This design comes from an exercise in tuning for small area and a short achievable clock period on the open sky130 flow, not from production work. Only simulation tests tie the RTL to the original design; equivalence was not proved. No activity file was given, so power comes from the tool's default toggle rates.

--- run.sh ---
#!/bin/bash
# synth_recipe.tcl (not shown) runs the flow's synth.tcl, then flattens the netlist and writes it again
# the make line also repeats each setting of config.mk as NAME=value (left out here)
make -C /OpenROAD-flow-scripts/flow DESIGN_CONFIG=/design/flow/config.mk WORK_HOME=/design/flow/orfs CLKGATE_MAP_FILE= SYNTH_SCRIPT=/design/flow/synth_recipe.tcl finish
--- config.mk ---
export PLATFORM = sky130hd
export DESIGN_NAME = I2C_Master
export DESIGN_NICKNAME = I2C_Master
export VERILOG_FILES = /design/flow/design.v
export SDC_FILE = /design/flow/constraint.sdc
export NUM_CORES = 4
export LEC_CHECK = 0
export CAP_MARGIN = 20
export CORE_MARGIN = 2
export CORE_UTILIZATION = 50
export PLACE_DENSITY = 0.65
export SETUP_SLACK_MARGIN = 1.8
export SLEW_MARGIN = 20
--- constraint.sdc ---
create_clock -name core_clock -period 4.5 [get_ports {clk}]
set_input_delay 0.9000 -clock core_clock [delete_from_list [all_inputs] [get_ports {clk}]]
set_output_delay 0.9000 -clock core_clock [all_outputs]
set_load 0.01 [all_outputs]
--- design.v ---
module Sync_FIFO
(
	input			clock,
	input			reset,
	input			wr_req,
	input	[7:0]		wr_data,
	input			rd_req,
	output reg [7:0]	rd_data,
	output reg		full,
	output reg		empty,
	output reg		overflow,
	input			clear_overflow_request,
	output reg [5:0]	wr_index,
	output reg [5:0]	rd_index
);
	reg [7:0] memory [0:63];
	wire push = wr_req & ~full;
	wire pop  = rd_req & ~empty;
	wire [7:0] wr_hi = 8'd1 << wr_index[5:3];
	wire [7:0] wr_lo = 8'd1 << wr_index[2:0];
	wire [7:0] rd_hi = 8'd1 << rd_index[5:3];
	wire [7:0] rd_lo = 8'd1 << rd_index[2:0];
	reg  [7:0] rd_word;
	integer k;
	always @(*)
	begin
		rd_word = 8'd0;
		for (k = 0; k < 64; k = k + 1)
			rd_word = rd_word | (memory[k] & {8{rd_hi[k/8] & rd_lo[k%8]}});
	end
	genvar i;
	generate
		for (i = 0; i < 64; i = i + 1)
		begin : row
			always @(posedge clock)
				if (push & wr_hi[i/8] & wr_lo[i%8])
					memory[i] <= wr_data;
		end
	endgenerate
	always @(posedge clock)
	begin
		if (reset)
		begin
			wr_index <= 6'd0;
			rd_index <= 6'd0;
			rd_data  <= 8'd0;
			full     <= 1'b0;
			empty    <= 1'b1;
		end
		else
		begin
			if (push)
				wr_index <= wr_index + 6'd1;
			if (pop)
			begin
				rd_index <= rd_index + 6'd1;
				rd_data  <= rd_word;
			end
			if (push & ~pop)
			begin
				empty <= 1'b0;
				full  <= (wr_index + 6'd1 == rd_index);
			end
			if (pop & ~push)
			begin
				full  <= 1'b0;
				empty <= (rd_index + 6'd1 == wr_index);
			end
		end
	end
	always @(posedge clock)
	begin
		if (reset)
			overflow <= 1'b0;
		else if (clear_overflow_request)
			overflow <= 1'b0;
		else if (full & wr_req)
			overflow <= 1'b1;
	end
endmodule
module I2C_Serial_Interface
(
	input			clk,
	input			reset,
	input	[6:0]		SLAVE_ADDRESS_r,
	input	[7:0]		data_from_tx_fifo,
	output			tx_fifo_rd_en,
	input	[31:0]		control_reg,
	output reg [7:0]	RX_DATA,
	output			rx_fifo_wr_en,
	input			i2c_sda_in,
	output			i2c_sda_out,
	output			i2c_scl,
	output			ref_clk_test,
	output reg		BUSY,
	output reg		ack_error
);
	localparam IDLE				= 4'd0;
	localparam I2C_START			= 4'd1;
	localparam SEND_SLAVE_REG_ADDR_DATA	= 4'd2;
	localparam WAIT_STATE			= 4'd3;
	localparam BUS_RELEASE			= 4'd4;
	localparam ACK_CHECK			= 4'd5;
	localparam RD_DATA			= 4'd6;
	localparam RD_ACK_NACK			= 4'd7;
	localparam STOP				= 4'd8;
	reg [3:0]	state;
	reg		ref_clk;
	reg [6:0]	ref_clk_counter;
	reg		i2c_scl_cpy;
	reg		sda_out;
	reg		sda_change_flag;
	reg		START;
	reg		start_fsm;
	reg		clr_start_fsm;
	reg		R_W_N_r;
	reg [5:0]	BYTE_COUNT_r;
	reg		USE_REGISTER_r;
	reg [7:0]	REGISTER_r;
	reg		USE_REPEATED_START_r;
	reg [2:0]	shift_counter;
	reg [1:0]	Addr_data_sel;
	reg		tx_bit;		 
	reg		tx_fifo_rd_en_sig;
	reg		tx_fifo_rd_en_sig_del;
	reg		Rd_data_flag;
	reg		rx_fifo_wr_en_sig;
	reg		rx_fifo_wr_en_sig_del;
	wire pre_tick = (ref_clk_counter == 7'd125);
	always @(posedge clk)
	begin
		if (reset)
		begin
			ref_clk_counter	<= 7'd0;
			ref_clk		<= 1'b0;
		end
		else if (pre_tick)
		begin
			ref_clk_counter	<= 7'd0;
			ref_clk		<= 1'b1;
		end
		else
		begin
			ref_clk_counter	<= ref_clk_counter + 7'd1;
			ref_clk		<= 1'b0;
		end
	end
	assign ref_clk_test	= ref_clk;
	assign i2c_scl		= i2c_scl_cpy;
	assign i2c_sda_out	= sda_out;
	wire start_fsm_next = clr_start_fsm ? 1'b0 : ((control_reg[17] & ~START) ? 1'b1 : start_fsm);
	always @(posedge clk)
	begin
		if (reset)
		begin
			START		<= 1'b0;
			start_fsm	<= 1'b0;
		end
		else
		begin
			START		<= control_reg[17];
			start_fsm	<= start_fsm_next;
		end
	end
	wire load_cfg = ~reset & pre_tick & (state == IDLE) & ~Rd_data_flag & start_fsm_next;
	always @(posedge clk)
	begin
		if (load_cfg)
		begin
			R_W_N_r			<= start_fsm & control_reg[0];
			USE_REGISTER_r		<= start_fsm & control_reg[7];
			REGISTER_r		<= control_reg[15:8];
			USE_REPEATED_START_r	<= control_reg[16];
		end
	end
	always @(posedge clk)
	begin
		if (reset)
			tx_fifo_rd_en_sig_del	<= 1'b0;
		else
			tx_fifo_rd_en_sig_del	<= tx_fifo_rd_en_sig;
	end
	assign tx_fifo_rd_en = tx_fifo_rd_en_sig & ~tx_fifo_rd_en_sig_del;
	reg [7:0] tx_byte;
	always @(*)
	begin
		case (Addr_data_sel)
			2'b00:   tx_byte = {SLAVE_ADDRESS_r, 1'b0};
			2'b01:   tx_byte = {SLAVE_ADDRESS_r, 1'b1};
			2'b10:   tx_byte = REGISTER_r;
			default: tx_byte = data_from_tx_fifo;
		endcase
	end
	always @(posedge clk)
		tx_bit <= tx_byte[shift_counter];
	always @(posedge clk)
	begin
		if (reset)
			BUSY <= 1'b0;
		else if (start_fsm)
			BUSY <= 1'b1;
		else if (state == STOP && BYTE_COUNT_r == 6'd0)
			BUSY <= 1'b0;
	end
	wire bc_nz = (BYTE_COUNT_r != 6'd0);
	always @(posedge clk)
	begin
		if (load_cfg)
			BYTE_COUNT_r <= {6{start_fsm}} & control_reg[6:1];
		else if (~reset & ref_clk)
		begin
			if ((state == SEND_SLAVE_REG_ADDR_DATA && sda_change_flag && shift_counter == 3'd0 && Addr_data_sel == 2'b11) ||
			    (state == RD_DATA && ~i2c_scl_cpy && shift_counter == 3'd0))
				BYTE_COUNT_r <= BYTE_COUNT_r - 6'd1;
		end
	end
	always @(posedge clk)
	begin
		if (reset)
		begin
			i2c_scl_cpy		<= 1'b1;
			sda_out			<= 1'b0;
			clr_start_fsm		<= 1'b0;
			sda_change_flag		<= 1'b1;
			Addr_data_sel		<= 2'b00;
			tx_fifo_rd_en_sig	<= 1'b0;
			shift_counter		<= 3'b111;
			ack_error		<= 1'b0;
			rx_fifo_wr_en_sig	<= 1'b0;
			Rd_data_flag		<= 1'b0;
			state			<= IDLE;
		end
		else if (ref_clk)
		begin
			case (state)
			IDLE:
			begin
				i2c_scl_cpy	<= 1'b1;
				sda_out		<= 1'b1;
				ack_error	<= 1'b0;
				if (start_fsm | Rd_data_flag)
					state	<= I2C_START;
			end
			I2C_START:
			begin
				sda_change_flag	<= 1'b1;
				sda_out		<= 1'b0;
				shift_counter	<= 3'b111;
				if (Rd_data_flag)
					Addr_data_sel	<= 2'b01;
				else
				begin
					clr_start_fsm	<= 1'b1;
					Addr_data_sel	<= 2'b00;
					if (~R_W_N_r)
						tx_fifo_rd_en_sig <= 1'b1;
				end
				state <= SEND_SLAVE_REG_ADDR_DATA;
			end
			SEND_SLAVE_REG_ADDR_DATA:
			begin
				tx_fifo_rd_en_sig <= 1'b0;
				if (sda_change_flag)
				begin
					shift_counter	<= shift_counter - 3'd1;
					i2c_scl_cpy	<= 1'b0;
					sda_out		<= tx_bit;
					sda_change_flag	<= 1'b0;
					if (shift_counter == 3'd0)
						state	<= WAIT_STATE;
				end
				else
				begin
					sda_change_flag	<= 1'b1;
					i2c_scl_cpy	<= 1'b1;
				end
			end
			WAIT_STATE:
			begin
				i2c_scl_cpy	<= 1'b1;
				state		<= BUS_RELEASE;
			end
			BUS_RELEASE:
			begin
				i2c_scl_cpy	<= 1'b0;
				sda_out		<= 1'b1;
				state		<= ACK_CHECK;
				if (Addr_data_sel == 2'b11 && bc_nz)
					tx_fifo_rd_en_sig <= 1'b1;
			end
			ACK_CHECK:
			begin
				i2c_scl_cpy	<= 1'b1;
				if (~i2c_sda_in)
				begin
					sda_change_flag	<= 1'b1;
					if (Addr_data_sel == 2'b00 && USE_REGISTER_r)
					begin
						Addr_data_sel	<= 2'b10;
						state		<= SEND_SLAVE_REG_ADDR_DATA;
					end
					else if (Addr_data_sel != 2'b01 && ~R_W_N_r && bc_nz)
					begin
						Addr_data_sel	<= 2'b11;
						state		<= SEND_SLAVE_REG_ADDR_DATA;
					end
					else if (Addr_data_sel != 2'b01 && ~R_W_N_r)
					begin
						sda_out		<= 1'b0;
						state		<= STOP;
					end
					else if (R_W_N_r && ~Rd_data_flag)
					begin
						Rd_data_flag	<= 1'b1;
						sda_out		<= 1'b0;
						state		<= STOP;
					end
					else
					begin
						Rd_data_flag	<= 1'b0;
						sda_out		<= 1'b1;
						state		<= RD_DATA;
					end
				end
				else
				begin
					ack_error	<= 1'b1;
					state		<= STOP;
				end
			end
			RD_DATA:
			begin
				if (i2c_scl_cpy)
				begin
					sda_out		<= 1'b1;
					i2c_scl_cpy	<= 1'b0;
				end
				else
				begin
					i2c_scl_cpy	<= 1'b1;
					shift_counter	<= shift_counter - 3'd1;
					if (shift_counter == 3'd0)
						state	<= RD_ACK_NACK;
				end
			end
			RD_ACK_NACK:
			begin
				if (i2c_scl_cpy)
				begin
					rx_fifo_wr_en_sig <= 1'b1;
					i2c_scl_cpy	<= 1'b0;
					sda_out		<= ~bc_nz;
				end
				else
				begin
					rx_fifo_wr_en_sig <= 1'b0;
					i2c_scl_cpy	<= 1'b1;
					state		<= bc_nz ? RD_DATA : STOP;
				end
			end
			STOP:
			begin
				if (i2c_scl_cpy)
				begin
					sda_out		<= 1'b0;
					i2c_scl_cpy	<= 1'b0;
				end
				else
				begin
					i2c_scl_cpy	<= 1'b1;
					clr_start_fsm	<= 1'b0;
					if (USE_REPEATED_START_r & Rd_data_flag)
					begin
						sda_out	<= 1'b1;
						state	<= I2C_START;
					end
					else
					begin
						sda_out	<= 1'b0;
						state	<= IDLE;
					end
				end
			end
			default: ;
			endcase
		end
	end
	always @(posedge clk)
		if (~reset & ref_clk & (state == RD_DATA) & ~i2c_scl_cpy)
			RX_DATA <= {RX_DATA[6:0], i2c_sda_in};
	always @(posedge clk)
	begin
		if (reset)
			rx_fifo_wr_en_sig_del	<= 1'b0;
		else
			rx_fifo_wr_en_sig_del	<= rx_fifo_wr_en_sig;
	end
	assign rx_fifo_wr_en = rx_fifo_wr_en_sig & ~rx_fifo_wr_en_sig_del;
endmodule
module I2C_Master (clk, reset, address, byteenable, chipselect, writedata, readdata, write, read, i2c_sda_in, i2c_sda_out, i2c_scl, ref_clk_test, debug_port);
	input		clk, reset;
	input		read, write, chipselect;
	input	[1:0]	address;
	input	[3:0]	byteenable;
	input	[31:0]	writedata;
	output reg [31:0] readdata;
	input		i2c_sda_in;
	output		i2c_sda_out;
	output		i2c_scl;
	output		ref_clk_test;
	output	[14:0]	debug_port;
	localparam ADDRESS	= 2'b00;
	localparam DATA		= 2'b01;
	localparam STATUS	= 2'b10;
	localparam CONTROL	= 2'b11;
	reg [31:0]	slave_address;
	reg [31:0]	control_reg;
	reg [7:0]	tx_fifo_data_in;
	reg		tx_fifo_wr_req;
	reg		clr_tx_fifo_overflow;
	reg		clr_rx_fifo_overflow;
	reg		chipselect_del;
	wire [7:0]	tx_fifo_data_out;
	wire		tx_fifo_rd_req;
	wire		tx_fifo_full, tx_fifo_empty, tx_fifo_overflow;
	wire [5:0]	tx_fifo_wr_index, tx_fifo_rd_index;
	wire [7:0]	rx_fifo_data_in;
	wire		rx_fifo_wr_req;
	wire		rx_fifo_rd_req;
	wire [7:0]	rx_fifo_data_out;
	wire		rx_fifo_full, rx_fifo_empty, rx_fifo_overflow;
	wire [5:0]	rx_fifo_wr_index, rx_fifo_rd_index;
	wire		BUSY, ACK_ERROR;
	wire [31:0]	status = {rx_fifo_rd_index, rx_fifo_wr_index, tx_fifo_rd_index, tx_fifo_wr_index,
				  BUSY, ACK_ERROR, tx_fifo_empty, tx_fifo_full, tx_fifo_overflow,
				  rx_fifo_empty, rx_fifo_full, rx_fifo_overflow};
	wire rc = read & chipselect;
	wire sel_address = rc & (address == ADDRESS);
	wire sel_data    = rc & (address == DATA);
	wire sel_status  = rc & (address == STATUS);
	wire sel_control = rc & (address == CONTROL);
	always @(*)
		readdata = ({32{sel_address}} & slave_address)
			 | ({32{sel_data}}    & {24'b0, rx_fifo_data_out})
			 | ({32{sel_status}}  & status)
			 | ({32{sel_control}} & control_reg);
	wire bus_write = write & chipselect;
	always @(posedge clk)
	begin
		if (reset)
		begin
			slave_address	<= 32'h0;
			control_reg	<= 32'h0;
		end
		else if (bus_write)
		begin
			if (address == ADDRESS)
				slave_address	<= writedata;
			if (address == CONTROL)
				control_reg	<= writedata;
		end
	end
	always @(posedge clk)
		if (bus_write && address == DATA)
			tx_fifo_data_in <= writedata[7:0];
	always @(posedge clk)
	begin
		if (reset)
		begin
			tx_fifo_wr_req		<= 1'b0;
			clr_tx_fifo_overflow	<= 1'b0;
			clr_rx_fifo_overflow	<= 1'b0;
		end
		else if (bus_write)
		begin
			if (address == DATA)
				tx_fifo_wr_req	<= 1'b1;
			if (address == STATUS)
			begin
				clr_tx_fifo_overflow	<= writedata[3];
				clr_rx_fifo_overflow	<= writedata[0];
			end
		end
		else
		begin
			tx_fifo_wr_req		<= 1'b0;
			clr_tx_fifo_overflow	<= 1'b0;
			clr_rx_fifo_overflow	<= 1'b0;
		end
	end
	always @(posedge clk)
	begin
		if (reset)
			chipselect_del	<= 1'b0;
		else
			chipselect_del	<= chipselect;
	end
	assign rx_fifo_rd_req = chipselect & ~chipselect_del & read & (address == DATA);
	Sync_FIFO TX_FIFO_inst
	(
		.clock(clk),
		.reset(reset),
		.wr_req(tx_fifo_wr_req),
		.wr_data(tx_fifo_data_in),
		.rd_req(tx_fifo_rd_req),
		.rd_data(tx_fifo_data_out),
		.full(tx_fifo_full),
		.empty(tx_fifo_empty),
		.overflow(tx_fifo_overflow),
		.clear_overflow_request(clr_tx_fifo_overflow),
		.wr_index(tx_fifo_wr_index),
		.rd_index(tx_fifo_rd_index)
	);
	Sync_FIFO RX_FIFO_inst
	(
		.clock(clk),
		.reset(reset),
		.wr_req(rx_fifo_wr_req),
		.wr_data(rx_fifo_data_in),
		.rd_req(rx_fifo_rd_req),
		.rd_data(rx_fifo_data_out),
		.full(rx_fifo_full),
		.empty(rx_fifo_empty),
		.overflow(rx_fifo_overflow),
		.clear_overflow_request(clr_rx_fifo_overflow),
		.wr_index(rx_fifo_wr_index),
		.rd_index(rx_fifo_rd_index)
	);
	I2C_Serial_Interface I2C_Serial_Interface_inst
	(
		.clk(clk),
		.reset(reset),
		.SLAVE_ADDRESS_r(slave_address[6:0]),
		.data_from_tx_fifo(tx_fifo_data_out),
		.tx_fifo_rd_en(tx_fifo_rd_req),
		.control_reg(control_reg),
		.RX_DATA(rx_fifo_data_in),
		.rx_fifo_wr_en(rx_fifo_wr_req),
		.i2c_sda_in(i2c_sda_in),
		.i2c_sda_out(i2c_sda_out),
		.i2c_scl(i2c_scl),
		.ref_clk_test(ref_clk_test),
		.BUSY(BUSY),
		.ack_error(ACK_ERROR)
	);
	assign debug_port = {rx_fifo_empty, rx_fifo_full, tx_fifo_full, rx_fifo_rd_index[2:0], rx_fifo_wr_index[2:0], tx_fifo_rd_index[2:0], tx_fifo_wr_index[2:0]};
endmodule
==> results of run 1 <==
-- cell families after synthesis --
| family | Yosys count | synth area share (%) |
|---|---|---|
| adder cells (fa/ha/maj) | 33 | 0.853 |
| AO/OA/AOI/OAI | 724 | 10.8 |
| XOR/XNOR | 46 | 0.832 |
| flip-flops | 1202 | 71.6 |
| multiplexers | 136 | 3.29 |
| AND/OR/NAND/NOR | 1039 | 10.2 |
| buffers and inverters | 268 | 2.43 |
-- metal layers --
metal | up-vias | GRT usage (%) | wire (µm)
met1 | 16900 | 45.6 | 62000
met2 | 2716 | 51.3 | 75700
met3 | 562 | 8.04 | 21200
met4 | 4 | 18.1 | 11700
li1 | 14000 | - | -
met5 | - | 0 | 27
-- synthesized netlist by cell type (37+ instances only) --
| cell type | instances | area (µm²) |
|---|---|---|
| dfxtp_1 | 145 | 2900 |
| nor2_1 | 342 | 1280 |
| nand4_1 | 69 | 432 |
| inv_1 | 45 | 169 |
| nor2b_1 | 37 | 231 |
| o21ai_0 | 61 | 305 |
| a32oi_1 | 88 | 771 |
| mux2i_1 | 85 | 851 |
| nand3_1 | 96 | 480 |
| clkbuf_1 | 124 | 465 |
| nand2_1 | 261 | 980 |
| and3_1 | 47 | 294 |
| edfxtp_1 | 1057 | 31700 |
| buf_2 | 49 | 245 |
| a22oi_1 | 202 | 1520 |
| nor3_1 | 39 | 195 |
| a22o_1 | 48 | 420 |
| a21oi_1 | 139 | 696 |
-- stage by stage --
stage	setup WS (ps)	util [%]
after floorplan	1810	-
after global placement	501	53.3
after detailed placement	433	53.4
after CTS	1530	58.9
after global routing	1570	60.0
final	1590	60.0
-- layout make-up --
type                    instances  area share, %
multi-input cells            1978           24.0
repair buffers                393           6.49
clock buffers                 147           5.34
inverters                      47          0.318
well taps                    1276           2.76
diodes                          2        0.00866
clock inverters                70          0.946
flip-flops and latches       1202           60.1
-- worst min path at each step --
stage          slack, ps               endpoint  depth (start not counted)                 start
4_1_cts              430  TX_FIFO_inst.overflow                          1  clr_tx_fifo_overflow
6_report             430  RX_FIFO_inst.overflow                          1  clr_rx_fifo_overflow
3_5_place_dp         420  TX_FIFO_inst.overflow                          1  clr_tx_fifo_overflow
2_1_floorplan        400  TX_FIFO_inst.overflow                          1  clr_tx_fifo_overflow
5_1_grt              450  RX_FIFO_inst.overflow                          1  clr_rx_fifo_overflow
3_3_place_gp         420  RX_FIFO_inst.overflow                          1  clr_rx_fifo_overflow
-- power groups by stage --
stage	clock [mW]	sequential (mW)	combinational, mW
finish	9.49	12.0	0.307
global route	9.92	12.0	0.320
CTS	9.50	12.0	0.286
detailed placement	0	12.3	0.224
global placement	0	12.3	0.222
floorplan	0	12.3	0.0968
-- what timing repair did --
item | 4_1_cts | 5_1_grt
pin swaps | 35 | 62
gates resized for setup | 418 | 177
setup buffers | 70 | 46
cloned | 8 | 0
hold endpoints to repair | 0 | 0
setup endpoints to repair | 560 | 511
==> summary.txt, run 1 <==
worst reg2reg setup slack -> 1710 ps
area of the multi-input gates -> 13,900 µm²
final setup fails -> 0
via count -> 34.3k
maximum vdd ir drop -> 0.363 mV
crit-path cells -> buf_16 -> buf_12 -> buf_6 -> mux4_2 -> nor2b_4 -> buf_6
vias in the first global route -> 31.9k
count of flip-flops with a built-in enable after synthesis -> 1,057
Synth Instances -> 3,448
Leak -> 18.6 nW
Initial DRC Count -> 5,468
clk root buf -> clkbuf_16
sw power -> 4.49 mW
Fillers -> 7,392
Crit. Startpoint -> address[1]
commonest non-fill, non-tap cells in the layout -> 1,057 x edfxtp_1, 258 x nand2_1, 235 x buf_4, 217 x nor2_1, 194 x a22oi_1
Rows -> 114
crit path max fanout -> 5
Post-DP HPWL -> 110 mm
ys async rst share -> 0%
Inst Count DP -> 4,772
non-filler cells, final -> 5,115
worst slew pin tran -> 1020 ps
Netlist cell types -> 77
Synth Register Bits -> 1,202
router iterations before antenna repair -> 6
Final Cell Area -> 57,800 µm²
Pins Over Slew Limit -> 0
CTS tree -> yes
Seq pwr share -> 55.1%
final wirelength -> 171 mm
total gr overflow -> 0
Primary FF master, synth -> edfxtp_1
residual DRC count -> 0
Largest regs -> RX_FIFO_inst.memory x512, TX_FIFO_inst.memory x512
Worst Setup EP -> readdata[5]
die area -> 99,300 µm²
internal power -> 17.3 mW
Critical Path AT -> 2010 ps
first-pass GRT wire length -> 238 mm
yosys warns -> 4
Final Hold Fails -> 0
initial core utilization -> 50.3%
max-cap violation count -> 0
sequential fraction of the synthesis area -> 71.6%
combinational share of power -> 1.4%
Final ANT Viol Nets -> 0
Overall Power -> 21.8 mW
Stages on worst setup path -> 6
Clock power frac -> 43.5%
largest net degree at the start of global routing -> 100
Worst slew margin -> 31.8%
outcome -> timing/DRC/antenna clean
sequential cell area -> 34,700 µm²
critical path class -> in -> out
total I/O pin count -> 94
number of CTS-inserted buffers -> 118
Final nets -> 3,817
Switching Fraction -> 20.6%
Tot GR Track Use -> 33.9%
PD cells -> 378 nW/µm²
# hold bufs at CTS -> 0
Synth Area per Inst -> 14.0 µm²
TritonCTS Sinks -> 1,202
delay-heaviest family, CP -> multiplexers
placed cell area -> 51,400 µm²
Critical Path Start Type -> primary input
Port Buffer Count -> 89
CTS Buffer Depth -> 3
Core ar. -> 96,300 µm²
Mapped Nets -> 3,525
area grow syn2layout -> 19.3%
CTS H-tree lvls -> 3
Reg clk slew, reported paths -> 60 ps
Via-to-Cell Ratio -> 6.70
fin crit period -> 2910 ps
Most common cell on crit path -> buf_6
die span in y -> 315 µm
initial antenna violation count -> 4
Max Freq -> 344 MHz
CP max stage delay -> 530 ps
Worst Reg-to-Reg Cells -> 4
Clock Skews -> 42.5 ps
WP data required -> 3600 ps
Hold WC Path Type -> reg -> reg
share of cells above drive strength 1 -> 22.4%
most common cell after layout, fill and taps aside -> edfxtp_1
crit path capture type -> output port
setup_tns -> 0 ps
slowest stage cell, crit path -> mux4_2
worst-skew pair later-pin latency -> 740 ps
CP bufs+invs -> 4
Critical R2R Launch -> TX_FIFO_inst.full
RSZ-0062 raised after global routing -> true
worst r2r dst -> TX_FIFO_inst.memory[4][5]
DR WL/cell -> 33.3 µm
Placer Congestion -> 1.01
Post-Syn Area -> 48,400 µm²
Die W -> 315 µm
Hold Slack -> 426 ps
Tcrit/Tclk final -> 64.7%
==> inputs of run 2 (changes only) <==
--- a/config.mk
+++ b/config.mk
@@ -9,5 +9,8 @@
 export CORE_MARGIN = 2
 export CORE_UTILIZATION = 50
-export PLACE_DENSITY = 0.65
+export CTS_BUF_LIST = sky130_fd_sc_hd__clkbuf_16
+export CTS_CLUSTER_DIAMETER = 70
+export CTS_CLUSTER_SIZE = 27
+export PLACE_DENSITY = 0.75
 export SETUP_SLACK_MARGIN = 1.8
 export SLEW_MARGIN = 20
==> run 2 against run 1 <==
Effect of this change: core utilization down 1.7 points; flip-flop and latch count unchanged; sequential share of layout area up 1.7 points.
==> summary.txt, run 2 <==
outcome -> timing/DRC/antenna clean
vias in the first global route -> 31.9k (-0.081%)
via count -> 34.7k (+1.3%)
Hold Slack -> 434 ps (+8.21 ps)
Post-Syn Area -> 48,400 µm² (unchanged)
initial core utilization -> 50.3% (unchanged)
CTS H-tree lvls -> 2 (-1)
router iterations before antenna repair -> 7 (+1)
largest net degree at the start of global routing -> 79 (-21%)
combinational share of power -> 1.8% (+0.4 points)
Synth Register Bits -> 1,202 (unchanged)
max-cap violation count -> 0 (unchanged)
area leader, netlist -> edfxtp_1
die span in y -> 315 µm (unchanged)
commonest non-fill, non-tap cells in the layout -> 1,057 x edfxtp_1, 258 x nand2_1, 220 x buf_4, 214 x nor2_1, 188 x a22oi_1
Leak -> 17.7 nW (-4.8%)
Core ar. -> 96,300 µm² (unchanged)
Synth Instances -> 3,448 (unchanged)
# hold bufs at CTS -> 0 (unchanged)
final wirelength -> 176 mm (+3.4%)
TritonCTS Sinks -> 1,202 (unchanged)
first-pass GRT wire length -> 242 mm (+1.9%)
DR WL/cell -> 35.4 µm (+6.2%)
Tcrit/Tclk final -> 66.2% (+1.5 points)
hold path start -> clr_tx_fifo_overflow
residual DRC count -> 0 (unchanged)
critical path class -> reg -> reg
RSZ-0062 raised after global routing -> true
crit path capture type -> flop
worst reg2reg setup slack -> 1520 ps (-190 ps)
Primary FF master, synth -> edfxtp_1
Worst slew margin -> 23.6% (-8.2 points)
Port Buffer Count -> 89 (unchanged)
sequential fraction of the synthesis area -> 71.6% (unchanged)
yosys warns -> 4 (unchanged)
Switching Fraction -> 21.4% (+0.85 points)
number of CTS-inserted buffers -> 59 (-50%)
setup_tns -> 0 ps (unchanged)
Reg clk slew, reported paths -> 90 ps (+30 ps)
Post-DP HPWL -> 112 mm (+2.2%)
clk root buf -> clkbuf_16
Seq pwr share -> 63.9% (+8.8 points)
internal power -> 14.8 mW (-15%)
CTS Buffer Depth -> 3 (unchanged)
hold endpoint -> TX_FIFO_inst.overflow
Critical Path AT -> 3510 ps (+1500 ps)
sequential cell area -> 34,700 µm² (about the same)
cell count of the worst hold path -> 1 (unchanged)
Netlist cell types -> 77 (unchanged)
area grow syn2layout -> 15.9%
total I/O pin count -> 94 (unchanged)
Largest regs -> RX_FIFO_inst.memory x512, TX_FIFO_inst.memory x512
most common library cells after synthesis -> 1,057 x edfxtp_1, 342 x nor2_1, 261 x nand2_1
Final nets -> 3,732 (-2.2%)
Tot GR Track Use -> 34.8% (+0.91 points)
Final ANT Viol Nets -> 0 (unchanged)
initial antenna violation count -> 12 (+8)
worst r2r dst -> RX_FIFO_inst.rd_data[4]
count of flip-flops with a built-in enable after synthesis -> 1,057 (unchanged)
area of the multi-input gates -> 14,200 µm² (+2.4%)
Pins Over Slew Limit -> 0 (unchanged)
most common cell after layout, fill and taps aside -> edfxtp_1
die area -> 99,300 µm² (unchanged)
Max Freq -> 336 MHz (-2.2%)
Critical Path Start Type -> flop
dominant cells by area after synthesis -> edfxtp_1 66%, dfxtp_1 6.0%, a22oi_1 3.1%
Rows -> 114 (unchanged)
worst-skew pair later-pin latency -> 700 ps (-40 ps)
crit path max fanout -> 27 (+22)
Synth Area per Inst -> 14.0 µm² (unchanged)
CTS tree -> yes
Initial DRC Count -> 6,140 (+12%)
PD cells -> 335 nW/µm² (-11%)
fin crit period -> 2980 ps (+66.5 ps)
Fillers -> 7,332 (-0.81%)
Mapped Nets -> 3,525 (unchanged)
top-count cell post-synth -> edfxtp_1
sw power -> 4.02 mW (-10%)
Critical R2R Launch -> RX_FIFO_inst.rd_index[4]
total gr overflow -> 0 (unchanged)
Final Hold Fails -> 0 (unchanged)
Worst Reg-to-Reg Cells -> 7 (+3)
share of cells above drive strength 1 -> 21.2% (-1.1 points)
final setup fails -> 0 (unchanged)
Clock Skews -> 40.3 ps (-2.21 ps)
Placer Congestion -> 1.06 (+5.4%)
Die W -> 315 µm (unchanged)
maximum vdd ir drop -> 0.357 mV (-1.5%)
ys async rst share -> 0% (unchanged)
Crit. Startpoint -> RX_FIFO_inst.rd_index[4]
Synth top area share -> 65.6% (unchanged)
worst slew pin tran -> 1140 ps (+123 ps)
Via-to-Cell Ratio -> 6.97 (+4.1%)
Clock power frac -> 34.3% (-9.2 points)
Hold WC Path Type -> reg -> reg
WP data required -> 5030 ps (+1430 ps)
## run 2: changes by cell type in the layout (fill, tap and decap cells not counted), sizes merged
cell / delta
buf: -25
bufinv: -4
clkbuf: -87
clkdlybuf4s50: -2
clkinv: -44
clkinvlp: +2
inv: +24
## run 2: cell type report
| cell class | instances | area share [%] |
|---|---|---|
| clock inverters | 48 | 0.818 |
| repair buffers | 367 | 6.20 |
| multi-input cells | 1978 | 25.3 |
| clock buffers | 59 | 2.63 |
| flip-flops and latches | 1202 | 61.9 |
| diodes | 2 | 0.00892 |
| well taps | 1276 | 2.84 |
| inverters | 47 | 0.334 |
## run 2: worst max-delay path, stage by stage, from the launching register on
cell       delay [ps]
dfxtp_4           370
buf_16            190
inv_1             590
o21ai_0           310
a22oi_1           280
o2111ai_1         420
nor4_1            470
a211oi_1          150
## run 2: worst max-delay path by stage
| stage | slack (ps) | end |
|---|---|---|
| after floorplan | 1810 | readdata[6] |
| after global placement | 600 | readdata[14] |
| after detailed placement | 570 | readdata[30] |
| after CTS | 1620 | readdata[30] |
| after global routing | 1610 | readdata[3] |
| final | 1520 | RX_FIFO_inst.rd_data[4] |
## run 2: through the flow
step	worst slack, ps	utilization [%]	instances	power [mW]	cell area [µm²]
2_1_floorplan	1810	-	3448	12.4	48500
3_3_place_gp	597	53.2	4760	12.5	51200
3_5_place_dp	571	53.2	4760	12.5	51200
4_1_cts	1620	57.3	4947	18.7	55100
5_1_grt	1610	58.3	4977	19.1	56100
6_report	1520	58.3	4979	18.8	56100
## run 2: kinds of logic (layout without fill, tap and decap cells)
group,count (synthesis),after routing,synth area share [%]
adder cells (fa/ha/maj),33,33,0.853
AND/OR/NAND/NOR,1039,1039,10.2
other,0,2,0
buffers and inverters,268,521,2.43
flip-flops,1202,1202,71.6
multiplexers,136,136,3.29
XOR/XNOR,46,46,0.832
AO/OA/AOI/OAI,724,724,10.8
## run 2: timing repair
item / in CTS / in global routing
setup endpoints to repair: 579 / 475
gates resized for setup: 487 / 162
setup buffers: 71 / 30
gates cloned: 9 / 0
pin swaps: 46 / 56
## run 2: power groups by stage
stage	sequential, mW	clock [mW]	combinational (mW)
global placement	12.3	0	0.230
global route	12.0	6.75	0.344
detailed placement	12.3	0	0.234
finish	12.0	6.44	0.337
CTS	12.0	6.37	0.310
floorplan	12.3	0	0.0968
## run 2: metal layers
layer,vias up,GRT usage [%],part of all wire (%)
met2,3194,51.8,43
li1,13800,-,-
met5,-,0,0.069
met3,759,11.7,15
met1,16900,43.7,33
met4,18,22.1,8.7
==> inputs of run 3 (changes only) <==
--- a/design.v
+++ b/design.v
@@ -3,5 +3,6 @@
 	input			clock,
 	input			reset,
-	input			wr_req,
+	input			wr_req_next,	 
+	output reg		wr_req,		 
 	input	[7:0]		wr_data,
 	input			rd_req,
@@ -15,6 +16,12 @@
 );
 	reg [7:0] memory [0:63];
-	wire push = wr_req & ~full;
+	reg  push;
 	wire pop  = rd_req & ~empty;
+	wire full_next = (push & ~pop) ? (wr_index + 6'd1 == rd_index) : ((pop & ~push) ? 1'b0 : full);
+	always @(posedge clock)
+	begin
+		wr_req	<= ~reset & wr_req_next;
+		push	<= ~reset & wr_req_next & ~full_next;
+	end
 	wire [7:0] wr_hi = 8'd1 << wr_index[5:3];
 	wire [7:0] wr_lo = 8'd1 << wr_index[2:0];
@@ -57,14 +64,9 @@
 				rd_data  <= rd_word;
 			end
+			full <= full_next;
 			if (push & ~pop)
-			begin
 				empty <= 1'b0;
-				full  <= (wr_index + 6'd1 == rd_index);
-			end
 			if (pop & ~push)
-			begin
-				full  <= 1'b0;
 				empty <= (rd_index + 6'd1 == wr_index);
-			end
 		end
 	end
@@ -85,8 +87,8 @@
 	input	[6:0]		SLAVE_ADDRESS_r,
 	input	[7:0]		data_from_tx_fifo,
-	output			tx_fifo_rd_en,
+	output reg		tx_fifo_rd_en,
 	input	[31:0]		control_reg,
 	output reg [7:0]	RX_DATA,
-	output			rx_fifo_wr_en,
+	output			rx_fifo_wr_en_next,	 
 	input			i2c_sda_in,
 	output			i2c_sda_out,
@@ -123,8 +125,6 @@
 	reg		tx_bit;		 
 	reg		tx_fifo_rd_en_sig;
-	reg		tx_fifo_rd_en_sig_del;
 	reg		Rd_data_flag;
 	reg		rx_fifo_wr_en_sig;
-	reg		rx_fifo_wr_en_sig_del;
 	wire pre_tick = (ref_clk_counter == 7'd125);
 	always @(posedge clk)
@@ -174,12 +174,12 @@
 		end
 	end
+	wire tx_fifo_rd_en_sig_next =
+		~ref_clk ? tx_fifo_rd_en_sig :
+		(state == I2C_START) ? (tx_fifo_rd_en_sig | (~Rd_data_flag & ~R_W_N_r)) :
+		(state == SEND_SLAVE_REG_ADDR_DATA) ? 1'b0 :
+		(state == BUS_RELEASE) ? (tx_fifo_rd_en_sig | (Addr_data_sel == 2'b11 && BYTE_COUNT_r != 6'd0)) :
+		tx_fifo_rd_en_sig;
 	always @(posedge clk)
-	begin
-		if (reset)
-			tx_fifo_rd_en_sig_del	<= 1'b0;
-		else
-			tx_fifo_rd_en_sig_del	<= tx_fifo_rd_en_sig;
-	end
-	assign tx_fifo_rd_en = tx_fifo_rd_en_sig & ~tx_fifo_rd_en_sig_del;
+		tx_fifo_rd_en <= ~reset & tx_fifo_rd_en_sig_next & ~tx_fifo_rd_en_sig;
 	reg [7:0] tx_byte;
 	always @(*)
@@ -389,12 +389,6 @@
 		if (~reset & ref_clk & (state == RD_DATA) & ~i2c_scl_cpy)
 			RX_DATA <= {RX_DATA[6:0], i2c_sda_in};
-	always @(posedge clk)
-	begin
-		if (reset)
-			rx_fifo_wr_en_sig_del	<= 1'b0;
-		else
-			rx_fifo_wr_en_sig_del	<= rx_fifo_wr_en_sig;
-	end
-	assign rx_fifo_wr_en = rx_fifo_wr_en_sig & ~rx_fifo_wr_en_sig_del;
+	wire rx_fifo_wr_en_sig_next = (ref_clk & (state == RD_ACK_NACK)) ? i2c_scl_cpy : rx_fifo_wr_en_sig;
+	assign rx_fifo_wr_en_next = ~reset & rx_fifo_wr_en_sig_next & ~rx_fifo_wr_en_sig;
 endmodule
 module I2C_Master (clk, reset, address, byteenable, chipselect, writedata, readdata, write, read, i2c_sda_in, i2c_sda_out, i2c_scl, ref_clk_test, debug_port);
@@ -417,5 +411,7 @@
 	reg [31:0]	control_reg;
 	reg [7:0]	tx_fifo_data_in;
-	reg		tx_fifo_wr_req;
+	wire		tx_fifo_wr_req_next;
+	wire		tx_fifo_wr_req;
+	wire		rx_fifo_wr_req;
 	reg		clr_tx_fifo_overflow;
 	reg		clr_rx_fifo_overflow;
@@ -426,5 +422,5 @@
 	wire [5:0]	tx_fifo_wr_index, tx_fifo_rd_index;
 	wire [7:0]	rx_fifo_data_in;
-	wire		rx_fifo_wr_req;
+	wire		rx_fifo_wr_req_next;
 	wire		rx_fifo_rd_req;
 	wire [7:0]	rx_fifo_data_out;
@@ -464,9 +460,9 @@
 		if (bus_write && address == DATA)
 			tx_fifo_data_in <= writedata[7:0];
+	assign tx_fifo_wr_req_next = ~reset & bus_write & ((address == DATA) | tx_fifo_wr_req);
 	always @(posedge clk)
 	begin
 		if (reset)
 		begin
-			tx_fifo_wr_req		<= 1'b0;
 			clr_tx_fifo_overflow	<= 1'b0;
 			clr_rx_fifo_overflow	<= 1'b0;
@@ -474,6 +470,4 @@
 		else if (bus_write)
 		begin
-			if (address == DATA)
-				tx_fifo_wr_req	<= 1'b1;
 			if (address == STATUS)
 			begin
@@ -484,5 +478,4 @@
 		else
 		begin
-			tx_fifo_wr_req		<= 1'b0;
 			clr_tx_fifo_overflow	<= 1'b0;
 			clr_rx_fifo_overflow	<= 1'b0;
@@ -501,4 +494,5 @@
 		.clock(clk),
 		.reset(reset),
+		.wr_req_next(tx_fifo_wr_req_next),
 		.wr_req(tx_fifo_wr_req),
 		.wr_data(tx_fifo_data_in),
@@ -516,4 +510,5 @@
 		.clock(clk),
 		.reset(reset),
+		.wr_req_next(rx_fifo_wr_req_next),
 		.wr_req(rx_fifo_wr_req),
 		.wr_data(rx_fifo_data_in),
@@ -536,5 +531,5 @@
 		.control_reg(control_reg),
 		.RX_DATA(rx_fifo_data_in),
-		.rx_fifo_wr_en(rx_fifo_wr_req),
+		.rx_fifo_wr_en_next(rx_fifo_wr_req_next),
 		.i2c_sda_in(i2c_sda_in),
 		.i2c_sda_out(i2c_sda_out),
--- a/config.mk
+++ b/config.mk
@@ -9,8 +9,7 @@
 export CORE_MARGIN = 2
 export CORE_UTILIZATION = 50
-export CTS_BUF_LIST = sky130_fd_sc_hd__clkbuf_16
-export CTS_CLUSTER_DIAMETER = 70
-export CTS_CLUSTER_SIZE = 27
-export PLACE_DENSITY = 0.75
+export CTS_BUF_LIST = sky130_fd_sc_hd__clkbuf_8
+export CTS_CLUSTER_SIZE = 30
+export PLACE_DENSITY = 0.65
 export SETUP_SLACK_MARGIN = 1.8
 export SLEW_MARGIN = 20
==> run 3 against run 2 <==
Effect of this change: synthesized cell count is 0.23% lower; combinational power down 21%; sequential share of layout area shrank 1.5 points; non-clock buffer count is 33 higher; largest cell class unchanged; sequential power is essentially flat; first-iteration DRC count is 0.64% higher; flip-flop and latch count increased by 2; critical path depth decreased by 4.
==> summary.txt, run 3 <==
ys async rst share -> 0% (unchanged)
CTS H-tree lvls -> 4 (+2)
Synth Area per Inst -> 14.1 µm² (+0.42%)
worst slew pin tran -> 1160 ps (+19.2 ps)
Critical Path AT -> 2060 ps (-1450 ps)
fin crit period -> 2960 ps (-17.3 ps)
Synth Register Bits -> 1,204 (+0.17%)
Tcrit/Tclk final -> 65.8% (-0.38 points)
total gr overflow -> 0 (unchanged)
CTS tree -> yes
dominant cells by area after synthesis -> edfxtp_1 65%, dfxtp_1 6.1%, a32oi_1 2.5%
WP data required -> 3600 ps (-1430 ps)
Core ar. -> 96,400 µm² (+0.15%)
Hold WC Path Type -> reg -> reg
DR WL/cell -> 33.2 µm (-6.1%)
Final nets -> 3,882 (+4.0%)
yosys warns -> 4 (unchanged)
slowest stage cell, crit path -> mux4_2
global-route met3 utilization -> 10.7% (-1.1 points)
crit-path cells -> mux4_2 -> nor2b_4 -> buf_6
largest net degree at the start of global routing -> 66 (-16%)
internal power -> 16.6 mW (+12%)
met2 Track Usage GR -> 51.2% (-0.63 points)
setup_tns -> 0 ps (unchanged)
Post-DP HPWL -> 110 mm (-1.7%)
commonest non-fill, non-tap cells in the layout -> 1,057 x edfxtp_1, 257 x buf_4, 248 x nand2_1, 217 x nor2_1, 206 x clkbuf_8
vias in the first global route -> 32.9k (+2.9%)
Synth Instances -> 3,440 (-0.23%)
first-pass GRT wire length -> 242 mm (-0.27%)
maximum vdd ir drop -> 0.292 mV (-18%)
crit path capture type -> output port
Clock Skews -> 71.8 ps (+31.6 ps)
worst-skew pair later-pin latency -> 920 ps (+220 ps)
Netlist cell types -> 80 (+3.9%)
TritonCTS Sinks -> 1,204 (+0.17%)
total I/O pin count -> 94 (unchanged)
worst r2r dst -> RX_FIFO_inst.memory[18][4]
outcome -> timing/DRC/antenna clean
Mapped Nets -> 3,517 (-0.23%)
initial antenna violation count -> 7 (-5)
Switching Fraction -> 22.3% (+0.85 points)
Largest regs -> RX_FIFO_inst.memory x512, TX_FIFO_inst.memory x512
M1 GR Usage -> 45.6% (+1.9 points)
clk root buf -> clkbuf_8
most common library cells after synthesis -> 1,057 x edfxtp_1, 315 x nor2_1, 250 x nand2_1
Tot GR Track Use -> 34.4% (-0.38 points)
hold endpoint -> RX_FIFO_inst.overflow
Worst slew margin -> 22.3% (-1.3 points)
Leak -> 19.0 nW (+7.5%)
Primary FF master, synth -> edfxtp_1
Max Freq -> 338 MHz (+0.58%)
RSZ-0062 raised after global routing -> true
Worst Reg-to-Reg Cells -> 4 (-3)
Initial DRC Count -> 6,179 (+0.64%)
Hold Slack -> 424 ps (-10.0 ps)
top-count cell post-synth -> edfxtp_1
Clock power frac -> 42.3% (+8.0 points)
Final Hold Fails -> 0 (unchanged)
max-cap violation count -> 0 (unchanged)
worst reg2reg setup slack -> 1630 ps (+110 ps)
critical path class -> reg -> out
Die W -> 315 µm (about the same)
sw power -> 4.75 mW (+18%)
Reg clk slew, reported paths -> 60 ps (-30 ps)
Placer Congestion -> 0.995 (-6.4%)
PD cells -> 369 nW/µm² (+10%)
crit path max fanout -> 2 (-93%)
die span in y -> 315 µm (about the same)
layer with the highest usage -> met2
cell count of the worst hold path -> 1 (unchanged)
Critical Path Start Type -> flop
Synth top area share -> 65.4% (-0.12 points)
Final ANT Viol Nets -> 0 (unchanged)
sequential fraction of the synthesis area -> 71.5% (about the same)
hold path start -> clr_rx_fifo_overflow
count of flip-flops with a built-in enable after synthesis -> 1,057 (unchanged)
combinational share of power -> 1.2% (-0.6 points)
placed cell area -> 51,500 µm² (+0.48%)
CTS Buffer Depth -> 3 (unchanged)
area leader, netlist -> edfxtp_1
share of cells above drive strength 1 -> 24.1% (+2.9 points)
initial core utilization -> 50.3% (about the same)
Port Buffer Count -> 89 (unchanged)
Final Cell Area -> 57,600 µm² (+2.7%)
Post-Syn Area -> 48,500 µm² (+0.19%)
Critical R2R Launch -> RX_FIFO_inst.push
via count -> 35.1k (+1.3%)
CP max stage delay -> 510 ps (-80 ps)
Overall Power -> 21.3 mW (+13%)
final setup fails -> 0 (unchanged)
final wirelength -> 174 mm (-1.2%)
area grow syn2layout -> 18.8%
router iterations before antenna repair -> 8 (+1)
number of CTS-inserted buffers -> 190 (+220%)
Pins Over Slew Limit -> 0 (unchanged)
Via-to-Cell Ratio -> 6.70 (-3.8%)
most common cell after layout, fill and taps aside -> edfxtp_1
residual DRC count -> 0 (unchanged)
die area -> 99,500 µm² (+0.18%)
Seq pwr share -> 56.5% (-7.4 points)
# hold bufs at CTS -> 0 (unchanged)
Rows -> 114 (unchanged)
-- run 3: stage by stage --
step / utilization [%] / setup WS (ps) / cells
CTS: 58.8 / 1500 / 5187
global placement: 53.3 / 608 / 4759
global route: 59.8 / 1500 / 5237
finish: 59.8 / 1540 / 5241
floorplan: - / 1800 / 3440
detailed placement: 53.4 / 580 / 4765
-- run 3: power groups by stage --
stage | logic (mW) | clock network (mW) | registers [mW]
final | 0.265 | 9.00 | 12.0
after global placement | 0.220 | 0 | 12.3
after detailed placement | 0.226 | 0 | 12.3
after floorplan | 0.0979 | 0 | 12.3
after global routing | 0.276 | 9.45 | 12.0
after CTS | 0.249 | 8.97 | 12.0
-- run 3: cells by family after synthesis --
group,after synthesis,share of synthesized area (%)
buffers and inverters,272,2.50
adders and majority gates,33,0.851
AOI/OAI and AO/OA,693,10.6
DFF,1204,71.5
muxes,132,3.13
and+or+nand+nor,1057,10.5
xor gates and xnor gates,49,0.885
-- run 3: timing repair --
action,in CTS,in global routing
gates cloned,5,1
gates resized for setup,455,137
setup endpoints to repair,178,329
pin swaps,25,47
buffers inserted,71,46
-- run 3: critical path, delay by kind of cell (launching register included) --
family / cells / cell delay (ps)
buffers and inverters: 1 / 110
multiplexers: 1 / 510
flip-flops: 1 / 370
AND/OR/NAND/NOR: 1 / 150
-- run 3: worst max-delay path by stage --
stage	from	to	cells after the start	slack, ps
final	RX_FIFO_inst.rd_data[5]	readdata[5]	3	1540
after global placement	chipselect	RX_FIFO_inst.rd_data[3]	9	610
after floorplan	address[0]	readdata[17]	6	1800
after global routing	TX_FIFO_inst.rd_index[4]	readdata[18]	6	1500
after CTS	RX_FIFO_inst.rd_data[5]	readdata[5]	3	1500
after detailed placement	chipselect	RX_FIFO_inst.rd_data[3]	9	580
-- run 3: final cells by class --
cell class              count  area [µm²]
fillers                  7521       38800
multi-input cells        1965       13900
well taps                1276        1600
diodes                      6        15.0
clock buffers             206        2840
repair buffers            400        3550
inverters                  44         184
flip-flops and latches   1204       34800
clock inverters           140         777
-- run 3: layer usage --
metal | up-vias | wire, µm
li1 | 14200 | -
met1 | 17300 | 62700
met2 | 2947 | 75800
met3 | 644 | 24500
met4 | 6 | 11100
met5 | - | 41
==> inputs of run 4 (changes only) <==
--- a/config.mk
+++ b/config.mk
@@ -9,5 +9,6 @@
 export CORE_MARGIN = 2
 export CORE_UTILIZATION = 50
-export CTS_BUF_LIST = sky130_fd_sc_hd__clkbuf_8
+export CTS_BUF_LIST = sky130_fd_sc_hd__clkbuf_16
+export CTS_CLUSTER_DIAMETER = 80
 export CTS_CLUSTER_SIZE = 30
 export PLACE_DENSITY = 0.65
==> run 4 against run 3 <==
Effect of this change: critical path type is now reg -> reg; global-route usage down 0.84 points; final cell count down 5.1%; flip-flop and latch count unchanged; critical endpoint is now RX_FIFO_inst.rd_data[3]; first-iteration DRC count down 5.2%; synthesized cell count unchanged; die area unchanged; register-to-register slack better by 80 ps; clock skew down 44 ps; core utilization down 1.9 points; clock power down 33%; critical path depth up 5.
==> summary.txt, run 4 <==
outcome -> timing/DRC/antenna clean
Tot GR Track Use -> 33.6% (-0.84 points)
Via-to-Cell Ratio -> 6.87 (+2.5%)
Mapped Nets -> 3,517 (unchanged)
CP bufs+invs -> 2 (+1)
yosys warns -> 4 (unchanged)
cell count of the worst hold path -> 1 (unchanged)
Hold WC Path Type -> reg -> reg
Critical Path AT -> 3370 ps (+1310 ps)
Rows -> 114 (unchanged)
Overall Power -> 18.3 mW (-14%)
Hold Slack -> 419 ps (-5.44 ps)
CTS H-tree lvls -> 2 (-2)
router iterations before antenna repair -> 6 (-2)
dominant cells by area after synthesis -> edfxtp_1 65%, dfxtp_1 6.1%, a32oi_1 2.5%
count of flip-flops with a built-in enable after synthesis -> 1,057 (unchanged)
fin crit period -> 2790 ps (-175 ps)
top-count cell post-synth -> edfxtp_1
pre-CTS WS -> 580 ps (unchanged)
die span in y -> 315 µm (unchanged)
non-filler cells, final -> 4,973 (-5.1%)
Final Cell Area -> 55,800 µm² (-3.1%)
Clock Skews -> 27.7 ps (-44.1 ps)
maximum vdd ir drop -> 0.331 mV (+13%)
DR WL/cell -> 34.4 µm (+3.5%)
Core ar. -> 96,400 µm² (unchanged)
worst-skew pair later-pin latency -> 710 ps (-210 ps)
Final Hold Fails -> 0 (unchanged)
Tcrit/Tclk final -> 61.9% (-3.9 points)
vias in the first global route -> 31.2k (-5.2%)
first-pass GRT wire length -> 236 mm (-2.4%)
Largest regs -> RX_FIFO_inst.memory x512, TX_FIFO_inst.memory x512
initial core utilization -> 50.3% (unchanged)
Critical Path Start Type -> flop
RSZ-0062 raised after global routing -> true
Leak -> 17.8 nW (-6.5%)
most common cell after layout, fill and taps aside -> edfxtp_1
Die W -> 315 µm (unchanged)
Final nets -> 3,743 (-3.6%)
sequential fraction of the synthesis area -> 71.5% (unchanged)
Worst Reg-to-Reg Cells -> 8 (+4)
share of cells above drive strength 1 -> 21.2% (-2.9 points)
die area -> 99,500 µm² (unchanged)
# hold bufs at CTS -> 0 (unchanged)
post-layout util -> 57.9% (-1.9 points)
worst slew pin tran -> 1190 ps (+33.5 ps)
Worst slew margin -> 20.1% (-2.2 points)
area leader, netlist -> edfxtp_1
Post-DP HPWL -> 110 mm (unchanged)
TritonCTS Sinks -> 1,204 (unchanged)
Port Buffer Count -> 89 (unchanged)
critical path class -> reg -> reg
crit path max fanout -> 28 (+26)
via count -> 34.2k (-2.8%)
Inst Count DP -> 4,765 (unchanged)
clk root buf -> clkbuf_16
WP data required -> 5080 ps (+1480 ps)
total I/O pin count -> 94 (unchanged)
area grow syn2layout -> 15.1%
largest net degree at the start of global routing -> 66 (unchanged)
Synth top area share -> 65.4% (unchanged)
crit path capture type -> flop
initial antenna violation count -> 5 (-2)
Pins Over Slew Limit -> 0 (unchanged)
most common library cells after synthesis -> 1,057 x edfxtp_1, 315 x nor2_1, 250 x nand2_1
max-cap violation count -> 0 (unchanged)
slowest stage cell, crit path -> nor4_2
PD cells -> 328 nW/µm² (-11%)
Netlist cell types -> 80 (unchanged)
placed cell area -> 51,500 µm² (unchanged)
CP max stage delay -> 510 ps (about the same)
area of the multi-input gates -> 13,800 µm² (-0.19%)
residual DRC count -> 0 (unchanged)
Final ANT Viol Nets -> 0 (unchanged)
sequential cell area -> 34,800 µm² (about the same)
crit-path cells -> buf_12 -> nor2b_2 -> buf_4 -> and3_1 -> a32oi_1 -> nand4_1 -> nor4_2 -> a211oi_2
Max Freq -> 359 MHz (+6.3%)
delay-heaviest family, CP -> simple AND/OR/NAND/NOR gates
Stages on worst setup path -> 8 (+5)
Synth Area per Inst -> 14.1 µm² (unchanged)
CTS Buffer Depth -> 3 (unchanged)
Primary FF master, synth -> edfxtp_1
total gr overflow -> 0 (unchanged)
Synth Register Bits -> 1,204 (unchanged)
Reg clk slew, reported paths -> 120 ps (+60 ps)
number of CTS-inserted buffers -> 51 (-73%)
CTS tree -> yes
setup ws final -> 1710 ps (+175 ps)
commonest non-fill, non-tap cells in the layout -> 1,057 x edfxtp_1, 248 x nand2_1, 247 x buf_4, 216 x nor2_1, 134 x nand3_1
final setup fails -> 0 (unchanged)
worst reg2reg setup slack -> 1710 ps (+80 ps)
final wirelength -> 171 mm (-1.8%)
setup_tns -> 0 ps (unchanged)
Fillers -> 7,640 (+1.6%)
Post-Syn Area -> 48,500 µm² (unchanged)
Initial DRC Count -> 5,858 (-5.2%)
ys async rst share -> 0% (unchanged)
Placer Congestion -> 0.995 (unchanged)
Synth Instances -> 3,440 (unchanged)
[run 4: final timing paths]
path	start	end
min	clr_rx_fifo_overflow	RX_FIFO_inst.overflow
max	RX_FIFO_inst.rd_index[2]	RX_FIFO_inst.rd_data[3]
min reg2reg	clr_rx_fifo_overflow	RX_FIFO_inst.overflow
max reg2reg	RX_FIFO_inst.rd_index[2]	RX_FIFO_inst.rd_data[3]
[run 4: layout make-up]
type | count | share of cell area [%]
Inverter | 44 | 0.329
Tap cell | 1276 | 2.86
Timing Repair Buffer | 400 | 6.71
Antenna cell | 3 | 0.0134
Multi-Input combinational cell | 1965 | 24.8
Clock buffer | 53 | 2.38
Clock inverter | 28 | 0.567
Sequential cell | 1204 | 62.4
[run 4: cells by family after synthesis]
logic type	share of synthesized area, %
DFF	71.5
and+or+nand+nor	10.5
AOI/OAI and AO/OA	10.6
buffers and inverters	2.50
muxes	3.13
xor gates and xnor gates	0.885
adders and majority gates	0.851
[run 4: where the power goes]
| group | switching (mW) | internal [mW] | total, mW |
|---|---|---|---|
| registers | 0.0173 | 12.0 | 12.0 |
| logic | 0.174 | 0.117 | 0.291 |
| clock network | 3.60 | 2.41 | 6.01 |
[run 4: routing by layer]
| layer | vias up | GRT usage (%) | part of all wire, % |
|---|---|---|---|
| met5 | - | 0 | 0.024 |
| met4 | 6 | 16.3 | 6.2 |
| met3 | 578 | 8.28 | 13 |
| met2 | 2699 | 50.4 | 44 |
| met1 | 17000 | 46.1 | 36 |
| li1 | 13800 | - | - |
[run 4: what timing repair did]
item,4_1_cts,5_1_grt
gates cloned,10,2
resized for setup,417,174
pin swaps,25,58
setup buffers,53,58
endpoints found under the setup margin,190,365
==> inputs of run 5 (changes only) <==
--- a/config.mk
+++ b/config.mk
@@ -10,6 +10,6 @@
 export CORE_UTILIZATION = 50
 export CTS_BUF_LIST = sky130_fd_sc_hd__clkbuf_16
-export CTS_CLUSTER_DIAMETER = 80
-export CTS_CLUSTER_SIZE = 30
+export CTS_CLUSTER_DIAMETER = 60
+export CTS_CLUSTER_SIZE = 24
 export PLACE_DENSITY = 0.65
 export SETUP_SLACK_MARGIN = 1.8
==> run 5 against run 4 <==
Effect of this change: first-iteration DRC count rose by 4.5%; worst hold slack better by 7.4 ps; die area did not move; synthesized cell count stayed put; cell area up 2.0%; register-to-register slack worse by 50 ps; combinational power about the same; via count rose by 0.38%; non-clock buffer count shrank 28; clock skew grew 23 ps; largest power group unchanged.
==> summary.txt, run 5 <==
Netlist cell types -> 80 (unchanged)
Crit. Startpoint -> RX_FIFO_inst.rd_index[0]
total I/O pin count -> 94 (unchanged)
Switching Fraction -> 22.6% (+1.9 points)
internal power -> 16.2 mW (+12%)
CTS H-tree lvls -> 3 (+1)
crit path max fanout -> 8 (-71%)
Clock power frac -> 41.2% (+8.4 points)
Synth Instances -> 3,440 (unchanged)
most common library cells after synthesis -> 1,057 x edfxtp_1, 315 x nor2_1, 250 x nand2_1
sequential cell area -> 34,800 µm² (about the same)
cell count of the worst hold path -> 1 (unchanged)
# hold bufs at CTS -> 0 (unchanged)
Hold WC Path Type -> reg -> reg
Final ANT Viol Nets -> 0 (unchanged)
initial core utilization -> 50.3% (unchanged)
Post-DP HPWL -> 110 mm (unchanged)
Worst Setup EP -> RX_FIFO_inst.rd_data[2]
Max Freq -> 353 MHz (-1.7%)
total gr overflow -> 0 (unchanged)
Synth top area share -> 65.4% (unchanged)
Fillers -> 7,520 (-1.6%)
Core ar. -> 96,400 µm² (unchanged)
router iterations before antenna repair -> 8 (+2)
count of flip-flops with a built-in enable after synthesis -> 1,057 (unchanged)
top-count cell post-synth -> edfxtp_1
area leader, netlist -> edfxtp_1
Seq pwr share -> 57.4% (-8.2 points)
Port Buffer Count -> 89 (unchanged)
worst-skew pair later-pin latency -> 720 ps (about the same)
worst r2r dst -> RX_FIFO_inst.rd_data[2]
die span in y -> 315 µm (unchanged)
initial antenna violation count -> 5 (unchanged)
worst slew pin tran -> 1250 ps (+52.0 ps)
Synth Register Bits -> 1,204 (unchanged)
max-cap violation count -> 0 (unchanged)
Final nets -> 3,752 (+0.24%)
Die W -> 315 µm (unchanged)
commonest non-fill, non-tap cells in the layout -> 1,057 x edfxtp_1, 248 x nand2_1, 233 x buf_4, 223 x nor2_1, 136 x nand3_1
Largest regs -> RX_FIFO_inst.memory x512, TX_FIFO_inst.memory x512
Pins Over Slew Limit -> 0 (unchanged)
yosys warns -> 4 (unchanged)
number of CTS-inserted buffers -> 88 (+73%)
via count -> 34.3k (+0.38%)
PD cells -> 368 nW/µm² (+12%)
Rows -> 114 (unchanged)
Tcrit/Tclk final -> 63.0% (+1.1 points)
Worst slew margin -> 16.6% (-3.5 points)
worst reg2reg setup slack -> 1670 ps (-50 ps)
RSZ-0062 raised after global routing -> true
Tot GR Track Use -> 33.9% (+0.33 points)
dominant cells by area after synthesis -> edfxtp_1 65%, dfxtp_1 6.1%, a32oi_1 2.5%
CTS tree -> yes
Worst Reg-to-Reg Cells -> 8 (unchanged)
sequential fraction of the synthesis area -> 71.5% (unchanged)
most common cell after layout, fill and taps aside -> edfxtp_1
area of the multi-input gates -> 13,800 µm² (-0.28%)
Post-Syn Area -> 48,500 µm² (unchanged)
Placer Congestion -> 0.995 (unchanged)
Mapped Nets -> 3,517 (unchanged)
Synth Area per Inst -> 14.1 µm² (unchanged)
largest net degree at the start of global routing -> 66 (unchanged)
first-pass GRT wire length -> 238 mm (+0.84%)
slowest stage cell, crit path -> nor4_4
critical path class -> reg -> reg
final setup fails -> 0 (unchanged)
CTS Buffer Depth -> 3 (unchanged)
setup_tns -> 0 ps (unchanged)
combinational share of power -> 1.4% (-0.2 points)
CP max stage delay -> 530 ps (+20 ps)
fin crit period -> 2830 ps (+48.6 ps)
Initial DRC Count -> 6,123 (+4.5%)
vias in the first global route -> 31.6k (+1.2%)
WP data required -> 5060 ps (-20 ps)
die area -> 99,500 µm² (unchanged)
Critical Path AT -> 3390 ps (+20 ps)
ys async rst share -> 0% (unchanged)
Reg clk slew, reported paths -> 90 ps (-30 ps)
residual DRC count -> 0 (unchanged)
Leak -> 18.3 nW (+2.8%)
share of cells above drive strength 1 -> 21.9% (+0.67 points)
Clock Skews -> 50.3 ps (+22.5 ps)
TritonCTS Sinks -> 1,204 (unchanged)
Critical R2R Launch -> RX_FIFO_inst.rd_index[0]
crit-path cells -> buf_6 -> ha_1 -> nor3b_2 -> and2_0 -> a22oi_2 -> nand4_1 -> nor4_4 -> a311oi_1
final wirelength -> 172 mm (+0.49%)
Primary FF master, synth -> edfxtp_1
crit path capture type -> flop
maximum vdd ir drop -> 0.396 mV (+20%)
Final Hold Fails -> 0 (unchanged)
clk root buf -> clkbuf_16
DR WL/cell -> 34.2 µm (-0.57%)
post-layout util -> 59.0% (+1.1 points)
outcome -> timing/DRC/antenna clean
Critical Path Start Type -> flop
area grow syn2layout -> 17.4%
Via-to-Cell Ratio -> 6.82 (-0.68%)
sw power -> 4.73 mW (+25%)
[run 5: changes by cell type in the layout (fill, tap and decap cells not counted), moves of 5 or more]
cell / change
buf_4: -14
clkbuf_16: +34
clkinv_8: +12
dfxtp_1: +7
dfxtp_2: -5
inv_6: +15
inv_8: +10
nor2_1: +7
[run 5: layout make-up]
type | count | area share [%]
flip-flops and latches | 1204 | 61.1
multi-input cells | 1965 | 24.2
repair buffers | 372 | 6.04
clock buffers | 89 | 3.91
well taps | 1276 | 2.80
clock inverters | 72 | 1.53
inverters | 44 | 0.323
diodes | 4 | 0.0176
[run 5: power by group through the flow]
stage | combinational [mW] | clock (mW) | sequential, mW
after global routing | 0.302 | 8.97 | 12.0
after floorplan | 0.0979 | 0 | 12.3
after global placement | 0.220 | 0 | 12.3
after CTS | 0.273 | 8.58 | 12.0
after detailed placement | 0.226 | 0 | 12.3
final | 0.290 | 8.62 | 12.0
[run 5: logic make-up after synthesis]
family / after synthesis / share of synthesized area (%)
DFF: 1204 / 71.5
muxes: 132 / 3.13
and+or+nand+nor: 1057 / 10.5
buffers and inverters: 272 / 2.50
xor gates and xnor gates: 49 / 0.885
AOI/OAI and AO/OA: 693 / 10.6
adders and majority gates: 33 / 0.851
[run 5: critical path: cells and delay by family, from the launching register on]
| family | cells | cell delay [ps] |
|---|---|---|
| and+or+nand+nor | 4 | 1490 |
| AOI/OAI and AO/OA | 2 | 530 |
| DFF | 1 | 320 |
| adders and majority gates | 1 | 210 |
| buffers and inverters | 1 | 140 |
[run 5: layer usage]
| metal | global-route usage, % | part of all wire (%) | vias to the layer above |
|---|---|---|---|
| met5 | 0 | 0.040 | - |
| met4 | 16.9 | 6.2 | 10 |
| met3 | 9.02 | 13 | 592 |
| met2 | 50.8 | 44 | 2807 |
| met1 | 46.0 | 36 | 17000 |
| li1 | - | - | 13900 |
[run 5: what timing repair did]
action / 4_1_cts / 5_1_grt
pin swaps: 27 / 55
buffers inserted: 48 / 39
setup endpoints to repair: 182 / 284
cloned: 9 / 0
resized for setup: 386 / 162
[run 5: worst min path at each step]
stage,from,end,slack [ps]
floorplan,I2C_Serial_Interface_inst.tx_fifo_rd_en_sig,I2C_Serial_Interface_inst.tx_fifo_rd_en,390
CTS,clr_rx_fifo_overflow,RX_FIFO_inst.overflow,430
finish,clr_rx_fifo_overflow,RX_FIFO_inst.overflow,430
detailed placement,I2C_Serial_Interface_inst.tx_fifo_rd_en_sig,I2C_Serial_Interface_inst.tx_fifo_rd_en,420
global route,clr_rx_fifo_overflow,RX_FIFO_inst.overflow,450
global placement,clr_tx_fifo_overflow,TX_FIFO_inst.overflow,410
[run 5: through the flow]
step	area [µm²]	power [mW]	setup WS, ps	hold slack (ps)	instances
floorplan	48600	12.4	1800	394	3440
global placement	51400	12.5	608	415	4759
detailed placement	51500	12.5	580	415	4765
CTS	56000	20.9	1630	431	4983
global route	56900	21.3	1660	450	5022
finish	56900	20.9	1670	426	5026

## port drivers added, routing unchanged
The results above use ideal ports. As a check the final layouts listed here were re-extracted and re-timed, cells and wires unchanged.
Step 1 assumes that a clkbuf_16 drives the clock port and a buf_2 every other input.
Step 2 times the ports against the registers' clock, not the clock port: input delays grow and output delays shrink by t, the midpoint of the rising clock arrivals with the driver on.
Three values: no drivers, after step 1, after step 2; two values: the first two.
run	t (ns)	slack for setup (ns)	worst setup path at the end	worst slew at a driven data input, ns
run 1	0.792	1.589 / 1.402 / 1.232	input to register	0.19
run 2	0.760	1.523 / 1.514 / 1.076	input to register	0.08
run 3	0.959	1.540 / 1.471 / 0.962	input to register	0.18
run 4	0.776	1.715 / 1.503 / 1.073	input to register	0.26
run 5	0.770	1.666 / 1.513 / 1.122	input to register	0.27
After both steps setup and hold are still met in every run listed. For run 4, which loses most, drivers alone change the setup slack by -0.212 ns; drivers and shift together by -0.642 ns.
